What follows belongs to an exercise in optimizing a design on an open flow for small area and a short achievable clock period; a production flow would make more cautious choices. In this exercise RTL edits were held to simulation tests only and were not proved equivalent to the original. Power and IR drop assume default switching activity.

Design RGB_to_Gray, start of the top module:
module RGB_to_Gray(input CLK, input [7:0] R, input [7:0] G, input [7:0] B, input In_Valid, output reg [7:0] Gray, output reg Out_Valid);
Settings: LEC_CHECK=0, CAP_MARGIN=20, CORE_MARGIN=2, CORE_UTILIZATION=60, CTS_CLUSTER_DIAMETER=150, CTS_CLUSTER_SIZE=60, PLACE_DENSITY=0.75, SLEW_MARGIN=20, SYNTH_HIERARCHICAL=1, SYNTH_MINIMUM_KEEP_SIZE=0; clock period 16.0 ns.
standard.sh (not shown) runs the stock make flow with config.mk's settings and CLKGATE_MAP_FILE= SYNTH_SCRIPT=/design/flow/synth_recipe.tcl, a recipe that flattens the netlist after the stock synthesis.
==> flow/flow/run.sh <==
#!/bin/bash
# Standard ORFS layout with the standard synthesis unchanged. Port buffers are
# sky130_fd_sc_hd__buf_2, and timing repair is asked to reach a setup slack of
# 11.95 ns at the design's own clock period and constraints.
set -euo pipefail
export SETUP_SLACK_MARGIN=11.95
export BUFFER_PORTS_ARGS="-buffer_cell sky130_fd_sc_hd__buf_2"
bash standard.sh synth > synth.log 2>&1
bash standard.sh > layout.log 2>&1
Then changed:
- CTS_BUF_LIST: unset -> sky130_fd_sc_hd__clkbuf_8
- CTS_CLUSTER_DIAMETER: 150 -> unset
- CTS_CLUSTER_SIZE: 60 -> unset
The new run finished with timing, DRC and antenna clean.
Design area decreases by 1.7%.
Worst hold slack is better by 0.0043 ns.
Die area stays the same.
Non-clock buffer count goes up by 5.
Maximum frequency drops by 0.86%.
Register-to-register slack gains 0.03 ns.
Count of clock-buffer cells in the layout is lower by 2.

========
run 1:
RGB_to_Gray, a different RTL version from the one above (not shown whole).
For scale: about 660 cells after synthesis, about 150 flip-flops, about 9400 um^2 of cells after synthesis.
## RGB_to_Gray
module RGB_to_Gray(input CLK, input [7:0] R, input [7:0] G, input [7:0] B, input In_Valid, output reg [7:0] Gray, output reg Out_Valid);
    reg [7:0] r, g, b; reg v0;
    always @(posedge CLK) begin r <= R; g <= G; b <= B; v0 <= In_Valid; end
    wire w8 = ({r[7], r[6], r[5], r[4], r[3], r[2], r[1], r[0]} >= 8'd2);
    wire w9 = ({r[7], r[6], r[5], r[4], r[3], r[2], r[1], r[0]} >= 8'd4);
    wire w10 = ({r[7], r[6], r[5], r[4], r[3], r[2], r[1], r[0]} >= 8'd7);
    wire w11 = ({r[7], r[6], r[5], r[4], r[3], r[2], r[1], r[0]} >= 8'd14);
    wire w12 = ({r[7], r[6], r[5], r[4], r[3], r[2], r[1], r[0]} >= 8'd27);
    wire w13 = ({r[7], r[6], r[5], r[4], r[3], r[2], r[1], r[0]} >= 8'd54);
    wire w14 = ({r[7], r[6], r[5], r[4], r[3], r[2], r[1], r[0]} >= 8'd108);
    wire w15 = ({r[7], r[6], r[5], r[4], r[3], r[2], r[1], r[0]} >= 8'd215);
    wire w24 = ({g[7], g[6], g[5], g[4], g[3], g[2], g[1], g[0]} >= 8'd2);
    wire w25 = ({g[7], g[6], g[5], g[4], g[3], g[2], g[1], g[0]} >= 8'd4);
    wire w26 = ({g[7], g[6], g[5], g[4], g[3], g[2], g[1], g[0]} >= 8'd7);
    wire w27 = ({g[7], g[6], g[5], g[4], g[3], g[2], g[1], g[0]} >= 8'd14);
    wire w28 = ({g[7], g[6], g[5], g[4], g[3], g[2], g[1], g[0]} >= 8'd28);
    wire w29 = ({g[7], g[6], g[5], g[4], g[3], g[2], g[1], g[0]} >= 8'd55);
    wire w30 = ({g[7], g[6], g[5], g[4], g[3], g[2], g[1], g[0]} >= 8'd110);
    wire w31 = ({g[7], g[6], g[5], g[4], g[3], g[2], g[1], g[0]} >= 8'd219);
  ...
==> flow/config.mk <==
export PLATFORM = sky130hd
export DESIGN_NAME = RGB_to_Gray
export DESIGN_NICKNAME = RGB_to_Gray
export VERILOG_FILES = /design/flow/design.v
export SDC_FILE = /design/flow/constraint.sdc
export NUM_CORES = 8
export LEC_CHECK = 0
export CAP_MARGIN = 20
export CORE_MARGIN = 2
export CORE_UTILIZATION = 60
export CTS_BUF_LIST = sky130_fd_sc_hd__clkbuf_8
export PLACE_DENSITY = 0.75
export SLEW_MARGIN = 20
export SYNTH_HIERARCHICAL = 1
export SYNTH_MINIMUM_KEEP_SIZE = 0
==> flow/constraint.sdc <==
create_clock -name core_clock -period 16.0 [get_ports {CLK}]
set_input_delay 3.2000 -clock core_clock [delete_from_list [all_inputs] [get_ports {CLK}]]
set_output_delay 3.2000 -clock core_clock [all_outputs]
set_load 0.01 [all_outputs]
Scripts as last shown in full above: flow/flow/run.sh
Setup changes, run 1 to run 2
diff --git a/flow/flow/run.sh b/flow/flow/run.sh
--- a/flow/flow/run.sh
+++ b/flow/flow/run.sh
@@ -5,4 +5,5 @@
 set -euo pipefail
 export SETUP_SLACK_MARGIN=11.95
+export CTS_ARGS="-sink_clustering_enable -repair_clock_nets -dont_use_dummy_load -buf_list sky130_fd_sc_hd__clkbuf_16 -sink_clustering_size 50 -sink_clustering_max_diameter 500 -sink_clustering_levels 1"
 export BUFFER_PORTS_ARGS="-buffer_cell sky130_fd_sc_hd__buf_2"
 bash standard.sh synth > synth.log 2>&1
--- outcome ---
Comparing run 1 and run 2, the higher relative area change from synthesis to final layout is on run 2.
Run 2 vs run 1, launch point of the worst path: Gray[4]$_DFF_P_ vs Out_Valid$_DFF_P_
Minimum setup slack in the final design: run 2 vs run 1 up 0.031 ns
Looking at the reports, run 2 completed the entire flow and the layout it produced met the timing, DRC and antenna checks.
Met1 usage: run 1 and run 2 compared, higher one is run 2
Run 2 against run 1: final cell area excluding filler cells climbed 170 um^2, count of cells resized by post-cts repair climbed 4.0%, slack of the worst reg-to-reg path climbed 0.02 ns.
## Diff of input files: run 3 against run 2
==> flow/flow/run.sh <==
#!/bin/bash
set -euo pipefail
export SETUP_SLACK_MARGIN=11.95
export CTS_ARGS="-sink_clustering_enable -repair_clock_nets -dont_use_dummy_load -buf_list sky130_fd_sc_hd__clkbuf_8"
export BUFFER_PORTS_ARGS="-buffer_cell sky130_fd_sc_hd__buf_2"
bash standard.sh synth > synth.log 2>&1
bash standard.sh > layout.log 2>&1
Findings:
Against run 2, run 3 reports a worst hold slack that is lower. The higher measured slew at the worst slew-check pin came out of run 3. | relative contribution of combinational cells to total power | higher: run 3 |. Final area went down by a few percent going from run 2 to run 3. Run 3 vs run 2, shortest period the worst path allows went up by 0.033 ns. Of run 3 and run 2, the lower setup slack belongs to run 3. Between run 2 and run 3, the flow reports wire length the detailed router placed on met1 decreasing by a few percent. Run 3 ends up with lower part of the power in the clock network than run 2 does.
### run 3 -> run 4
==> flow/flow/run.sh <==
#!/bin/bash
# Standard ORFS layout with the standard synthesis unchanged. Port buffers are
# sky130_fd_sc_hd__buf_2, and timing repair is asked to reach a setup slack of
# 11.95 ns at the design's own clock period and constraints.
set -euo pipefail
export SETUP_SLACK_MARGIN=11.95
export CTS_ARGS="-sink_clustering_enable -repair_clock_nets -dont_use_dummy_load -buf_list sky130_fd_sc_hd__clkbuf_16 -sink_buffer_max_cap_derate 0.3"
export BUFFER_PORTS_ARGS="-buffer_cell sky130_fd_sc_hd__buf_2"
bash standard.sh synth > synth.log 2>&1
bash standard.sh > layout.log 2>&1
[summary]
- Re met2 capacity usage during global routing: run 3 and run 4 aren't equal, and the higher value belongs to run 4.
- Area fraction of clock buffers and clock inverters, run 3 and run 4: lower on run 3
- Of run 3 and run 4, run 3 shows the higher share of power burned in combinational logic, with run 4 below it.
- Total power: lower on run 3
- Summary: with run 3 as the reference, first-iteration DRC count in run 4 moved down by a few percent.
- The post-route worst hold slack of run 4 exceeds that of run 3 by 0.012 ns.
- Ratio of final minimum period to clock period for run 4: 0.21 points down relative to run 3

## separate check: timing with driven ports
The flow's constraints put no driver on any port. The routed layouts listed below were extracted and timed again, unchanged, in two steps.
Step 1 assumes that a clkbuf_16 drives the clock port and a buf_2 every other input.
Step 2 also shifts input and output timing later by t, the mid clock arrival at the registers, as if the neighbouring blocks saw the same clock.
Three values: no drivers, after step 1, after step 2; two values: the first two.
| run | t (ns) | setup WS [ns] | hold slack, ns |
|---|---|---|---|
| the first run of note 1 | 0.470 | 11.948 / 11.904 / 11.976 | 0.327 / 0.327 / 0.327 |
| the second run of note 1 | 0.492 | 11.913 / 11.873 / 12.014 | 0.332 / 0.332 / 0.332 |
| run 1 | 0.494 | 11.913 / 11.873 / 12.018 | 0.331 / 0.331 / 0.331 |
| run 2 | 0.460 | 11.944 / 11.901 / 12.039 | 0.324 / 0.324 / 0.324 |
| run 3 | 0.484 | 11.911 / 11.868 / 12.022 | 0.312 / 0.312 / 0.312 |
| run 4 | 0.460 | 11.944 / 11.901 / 12.039 | 0.324 / 0.324 / 0.324 |
After both steps every run listed still meets setup and hold.
